From an optimization exercise on the open Yosys and OpenROAD flow, aimed at a short achievable clock period and few clock cycles; shortcuts taken in it are not production practice. The RTL was checked by simulation tests, not by an equivalence proof against the original design. No activity file was given, so power comes from the tool's default toggle rates.

## MIPS_MultiCycle
module MIPS_MultiCycle(clk, reset, mem_addr, mem_we, mem_wdata, mem_rdata);
Size: ~11000 cells after synthesis, roughly 3700 flip-flops, about 0.17 mm2 of cells after synthesis.
Settings: LEC_CHECK=0, ABC_CLOCK_PERIOD_IN_PS=3000, CAP_MARGIN=20, CORE_MARGIN=2, CORE_UTILIZATION=30, SLEW_MARGIN=20; clock period 10.0 ns.
standard.sh (not shown) runs the stock make flow with config.mk's settings and CLKGATE_MAP_FILE= SYNTH_SCRIPT=/design/flow/synth_recipe.tcl, a recipe that flattens the netlist after the stock synthesis.
==> flow/flow/run.sh <==
#!/bin/bash
set -uo pipefail
bash standard.sh SETUP_SLACK_MARGIN=6.5 finish > standard.log 2>&1
Testbench counts at the start, summed over its fixed seeds: cycles 272,074.
Next try:
--- a/flow/design.v
+++ b/flow/design.v
@@ -1,13 +1,13 @@
 module MIPS_MultiCycle(clk, reset, mem_addr, mem_we, mem_wdata, mem_rdata);
   input clk, reset;
   output wire [31:0] mem_addr;
   output wire mem_we;
   output wire [31:0] mem_wdata;
   input [31:0] mem_rdata;
-  localparam BI = 5;               
+  localparam BI = 6;               
   localparam NB = 1 << BI;
   localparam TW = 16 - 2 - BI;     
   reg [31:0] aq;         
   reg [31:0] ao;         
   reg        mcyc;       
   reg        mwe;        
@@ -36,12 +36,13 @@
   reg [1:0]  dtc_d;      
   reg [31:0] pc_e;
   reg [13:0] pm1_e, pp1_e;
   reg [31:0] a_e;           
   reg [31:0] b_e;           
   reg [31:0] s_e;           
+  reg        fs_e;          
   reg [4:0]  sa_e, sb_e;     
   reg        useimm_e;
   reg        op_and_e, op_or_e, op_add_e, op_sub_e, op_slt_e;
   reg        wr_e;
   reg [4:0]  rd_e;
   reg        back_e;         
@@ -239,13 +240,13 @@
         else ao <= f_rest;
         seq <= !(e_brmis || (ex && jal_e && !pt_e) || lrv || d_redirect || fx_pt);
         lrv <= e_late;
         mcyc <= e_mem;
         mwe <= e_mem && sw_e;
         mlw <= e_mem && lw_e;
-        wq <= s_e;
+        wq <= fs_e ? W : s_e;
       end else begin
         mcyc <= 1'b0;
         mwe <= 1'b0;
         mlw <= 1'b0;
         if (flush) begin
           ev <= 1'b0;
@@ -300,13 +301,14 @@
     if (run) begin
       pc_e <= pc_d;
       pm1_e <= pm1_d; pp1_e <= pp1_d;
       a_e <= (fw_a && e_isfast) ? e_fast : fw_a ? e_lres : d_a;
       b_e <= (fw_b && e_isfast) ? e_fast : fw_b ? e_lres :
              d_jal ? d_fall : (!d_r && !d_br) ? sext : d_b;
-      s_e <= (e_wr && rd_e == rt && e_isfast) ? e_fast : (e_wr && rd_e == rt) ? e_lres : d_b;
+      s_e <= d_b;
+      fs_e <= e_wr && rd_e == rt;
       sa_e <= d_sa; sb_e <= rt;
       useimm_e <= !d_r && !d_br;
       op_add_e <= (d_r && f_add) || d_addi || d_lw || d_sw;
       op_sub_e <= d_r && f_sub;
       op_or_e  <= d_r && f_or;
       op_slt_e <= d_r && f_slt;
The changed run finished with timing, DRC and antenna clean. Total power rose by 32%. Setup slack gains 0.073 ns. Routed wire length rose by about 35%. Synthesized cell count went up by about 22%. Final area is higher by about 27%. Combinational power went up by 39%. Via count came out higher by about 27%. Synthesized area increases by 26%.
Testbench counts after the change, summed over its fixed seeds: cycles 270,563.

--- another note on this design; it stands on its own ---

Design MIPS_MultiCycle, start of the top module:
module MIPS_MultiCycle(clk, reset, mem_addr, mem_we, mem_wdata, mem_rdata);
Size in the first run: ~4000 flip-flops.
==> flow/config.mk <==
export PLATFORM = sky130hd
export DESIGN_NAME = MIPS_MultiCycle
export DESIGN_NICKNAME = MIPS_MultiCycle
export VERILOG_FILES = /design/flow/design.v
export SDC_FILE = /design/flow/constraint.sdc
export NUM_CORES = 4
export LEC_CHECK = 0
export ABC_CLOCK_PERIOD_IN_PS = 3000
export CAP_MARGIN = 20
export CORE_MARGIN = 2
export CORE_UTILIZATION = 45
export SLEW_MARGIN = 20
==> flow/constraint.sdc <==
create_clock -name core_clock -period 10.0 [get_ports {clk}]
set_input_delay 2.0000 -clock core_clock [delete_from_list [all_inputs] [get_ports {clk}]]
set_output_delay 2.0000 -clock core_clock [all_outputs]
set_load 0.01 [all_outputs]
standard.sh (not shown) runs the stock make flow with config.mk's settings and CLKGATE_MAP_FILE= SYNTH_SCRIPT=/design/flow/synth_recipe.tcl, a recipe that flattens the netlist after the stock synthesis.
==> flow/flow/run.sh <==
#!/bin/bash
set -uo pipefail
bash standard.sh SETUP_SLACK_MARGIN=6.5 finish > standard.log 2>&1
Testbench counts at the start, summed over its fixed seeds: cycles 271,954.
Change:
--- a/flow/config.mk
+++ b/flow/config.mk
@@ -10,3 +10,3 @@
 export CORE_MARGIN = 2
-export CORE_UTILIZATION = 45
+export CORE_UTILIZATION = 30
 export SLEW_MARGIN = 20
- final area increases by 0.33%
- setup slack gains 0.15 ns
- wire length decreases by 2.7%
- sequential power hardly moves
- core utilization decreases by 18 points
- sequential share of layout area decreases by 0.17 points
- clock power is about the same
- first-iteration DRC count increases by 6.0%

## re-timing with driven ports
No port has a modelled driver above. Below, the same layouts with a new extraction and two added sets of constraints.
Step 1: set_driving_cell puts a clkbuf_16 on clk and a buf_2 on each other input, an assumption about the parent block.
Step 2 adds t to the input delays and takes it off the output delays; t is the mean of the earliest and latest rising clock arrival at the registers after step 1. Input paths then give back, and output paths get back, about the clock's delay inside the block.
Three values: ideal, step 1, step 2; two values: the first two.
run | t, ns | setup WS [ns] | worst setup path at the end | latest minus earliest clock arrival (ns) | worst register clock-pin slew, ns
the first run of note 1 | 1.107 | 6.103 / 6.103 / 5.195 | input to register | 0.134 / 0.134 | 0.07 / 0.07
the second run of note 1 | 1.183 | 6.176 / 6.052 / 5.151 | input to register | 0.096 / 0.097 | 0.07 / 0.07
the first run of note 2 | 1.085 | 5.831 / 5.831 / 5.245 | input to register | 0.086 / 0.086 | 0.08 / 0.08
the second run of note 2 | 1.145 | 5.980 / 5.980 / 5.027 | input to register | 0.153 / 0.153 | 0.08 / 0.08
After both steps setup and hold are still met in every run listed. For the second run of note 1, which loses most, drivers alone change the setup slack by -0.124 ns; drivers and shift together by -1.025 ns.
